Background: an optimization exercise with open tools, aiming at small area, a short achievable clock period and few clock cycles per item. Do not read the settings as production practice. The RTL was checked by simulation tests, not by an equivalence proof against the original design. Power figures rest on the tool's default switching activity, not on a simulated workload.

v29:
==> flow/design.v (excerpt) <==
module rs_mul
#(
    parameter int RS_COUNT = 2,
    parameter ROB_DEPTH = 32,
    parameter TAG_LEN = $clog2(ROB_DEPTH) - 1
)(
    input logic clk,
    input logic rst,branch_mispredicted,
    input logic [TAG_LEN:0] cdb_tag1,cdb_tag2, cdb_tag3,cdb_tag4,
    input logic [31:0] cdb_result1,cdb_result2,cdb_result3,cdb_result4,
    input logic update_add,update_rob,update_lsq,update_bp,
    input logic dis_valid,
    input logic [1:0] dis_rs_type,
    input logic [4:0] dis_aluop,
    input logic dis_rs1_rdy, dis_rs2_rdy,
    input logic [TAG_LEN:0] dis_Qj, dis_Qk, dis_rob_num,
    input logic [31:0] dis_rs1_data, dis_rs2_data,
    output logic mul_rdy,mul_full,
    output logic [TAG_LEN:0] rob_num_mul,
    output  logic [31:0] rs1m,rs2m,
    output logic [31:0] result_mul
);
==> flow/config.mk <==
export PLATFORM = sky130hd
export DESIGN_NAME = rs_mul
export DESIGN_NICKNAME = rs_mul
export VERILOG_FILES = /design/flow/design.v
export SDC_FILE = /design/flow/constraint.sdc
export NUM_CORES = 8
export LEC_CHECK = 0
export ABC_AREA = 1
export CAP_MARGIN = 40
export CORE_MARGIN = 2
export CORE_UTILIZATION = 72
export SLEW_MARGIN = 40
==> flow/constraint.sdc <==
create_clock -name core_clock -period 10.0 [get_ports {clk}]
set_input_delay 2.0000 -clock core_clock [delete_from_list [all_inputs] [get_ports {clk}]]
set_output_delay 2.0000 -clock core_clock [all_outputs]
set_load 0.01 [all_outputs]
standard.sh (not shown) runs the stock make flow with config.mk's settings and CLKGATE_MAP_FILE= SYNTH_SCRIPT=/design/flow/synth_recipe.tcl, a recipe that flattens the netlist after the stock synthesis.
==> flow/flow/run.sh <==
#!/bin/bash
# Own layout flow: the standard synthesis unchanged, then the standard ORFS layout with
#  - port buffers of the plain sky130_fd_sc_hd__buf_2 cell.
# Each step's full output goes to a log file in this folder (ORFS's own logs are under orfs/logs).
set -euo pipefail
B="BUFFER_PORTS_ARGS=-buffer_cell sky130_fd_sc_hd__buf_2"
bash standard.sh synth > flow_synth.log 2>&1
bash standard.sh SETUP_SLACK_MARGIN=6 "$B" cts > flow_cts.log 2>&1
bash standard.sh SETUP_SLACK_MARGIN=5.75 "$B" finish > flow_finish.log 2>&1
v29 failed in 5_1_grt with GRT-0232.
Testbench counts of v29, summed over its fixed seeds: cycles 5,196, items 1,840.
Relative to v29, the following input files were edited for v13:
Settings: CORE_UTILIZATION now 55, was 72; PLACE_DENSITY now 0.7, previously not set.
## What came out
- The final layout from v13, which completed every stage, passed the timing, DRC and antenna checks at the end of the flow.
- Chip height in v13 is about 14% higher than in v29
- Diff v29 -> v13: post-cts gate resize count dropped 7; sink count of the clock tree barely changed; die span in x climbed 14%; placement-stage worst setup slack dropped 0.021 ns; final RePlAce weighted congestion dropped 0.034.
- NOTE floorplan row count v29->v13 increased by more than 10%
- For the post-placement cell count, v13 came in 340 higher than v29 did.
- Diff v29 -> v13: starting utilization of the core area lower, number of CTS-inserted buffers higher.
Setup changes, v13 to v23
Settings: PLACE_DENSITY removed (was 0.7); CORE_UTILIZATION changed from 55 to 50.
[summary]
[v23 vs v13] total power of the final layout: higher in v23
The number of antenna violations at the first check in global routing reported for v23 is smaller than that of v13 by 3.
Changes observed in v23 relative to v13: detailed-route wire length per cell higher, clock skew roughly the same.
Modified inputs, v25 compared to v23
Settings: a change of CORE_UTILIZATION from 50 to 40.
==> comparison <==
What v25 reported for DRC violation total after the first TritonRoute iteration has to be multiplied by 1.2 to get the figure for v23.
Cell count: v25 higher than v23
Share of total power in the clock network was higher in the run labelled v23.
v23 -> v25: worst hold-check slack flat
Compared with v23, v25 shows minimum clock period higher by 0.079 ns.
In terms of total area of sequential cells, v25 and v23 differ only marginally.
v25 against v23; total power is up slightly.

* * *

rs_mul again, from the RTL that the note above started with.
clock: 10.0 ns
lec_check: 0
cap_margin: 40
core_margin: 2
core_utilization: 40
slew_margin: 40
Scripts as last shown in full above: flow/flow/run.sh
The baseline completed without violations.
Testbench counts at the start, summed over its fixed seeds: cycles 5,196, items 1,840.
Change:
- ABC_AREA: unset -> 1
- CORE_UTILIZATION: 40 -> 55
=> Combinational power shrinks by a few percent. Total power fell by a few percent. Global-route usage goes up by 14 points. Wire length fell by a few percent.
Change:
==> flow/flow/run.sh (replaced) <==
#!/bin/bash
# Own layout flow: the standard synthesis unchanged, then the standard ORFS layout with
#  - port buffers of the plain sky130_fd_sc_hd__buf_2 cell.
# Each step's full output goes to a log file in this folder (ORFS's own logs are under orfs/logs).
set -euo pipefail
bash standard.sh synth > flow_synth.log 2>&1
bash standard.sh SETUP_SLACK_MARGIN=6 "BUFFER_PORTS_ARGS=-buffer_cell sky130_fd_sc_hd__buf_2" finish > flow_layout.log 2>&1
- CORE_UTILIZATION: 55 -> 40
Hold slack improved by 0.0092 ns.
Cell count grows by a little under a tenth.
Worst setup slack got worse by 0.043 ns.
Die area grows by well over a third.
First-iteration DRC count shrinks by a quarter to a third.
Design area grows by a few percent.
Global-route usage shrinks by 12 points.
Count of clock-buffer cells in the layout grows by 8.
Fmax shrinks slightly.
Core utilization shrinks by 15 points.
Critical path depth grows by 12.

port drivers added, routing unchanged:
No port has a modelled driver above. Below, the same layouts with a new extraction and two added sets of constraints.
Step 1 assumes that a clkbuf_16 drives the clock port and a buf_2 every other input.
Step 2 moves the port delays by t, midway between the first and last clock arrival at a register: inputs arrive t later, outputs are due t later. That takes back most of the time a late clock gives input paths.
Three values: ideal, step 1, step 2; two values: the first two.
| run | t (ns) | slack for setup (ns) | hold slack, ns | slew at the worst register clock pin (ns) | worst slew at a driven data input, ns |
|---|---|---|---|---|---|
| v13 | 0.746 | 5.709 / 5.746 / 5.011 | 0.330 / 0.330 / 0.330 | 0.08 / 0.08 | 0.17 |
| v23 | 0.753 | 5.740 / 5.781 / 5.028 | 0.338 / 0.338 / 0.338 | 0.07 / 0.07 | 0.15 |
| v25 | 0.781 | 5.662 / 5.662 / 5.077 | 0.338 / 0.338 / 0.338 | 0.07 / 0.07 | 0.24 |
| the first run of note 2 | 0.774 | 5.761 / 5.761 / 5.058 | 0.333 / 0.333 / 0.333 | 0.07 / 0.07 | 0.28 |
| the second run of note 2 | 0.794 | 5.730 / 5.730 / 5.016 | 0.330 / 0.330 / 0.330 | 0.07 / 0.07 | 0.28 |
| the third run of note 2 | 0.786 | 5.687 / 5.687 / 5.293 | 0.339 / 0.339 / 0.339 | 0.07 / 0.07 | 0.24 |
After both steps every run listed still meets setup and hold. The setup slack of the second run of note 2, which loses most, moves by 0.000 ns with the drivers and by -0.714 ns with both steps.
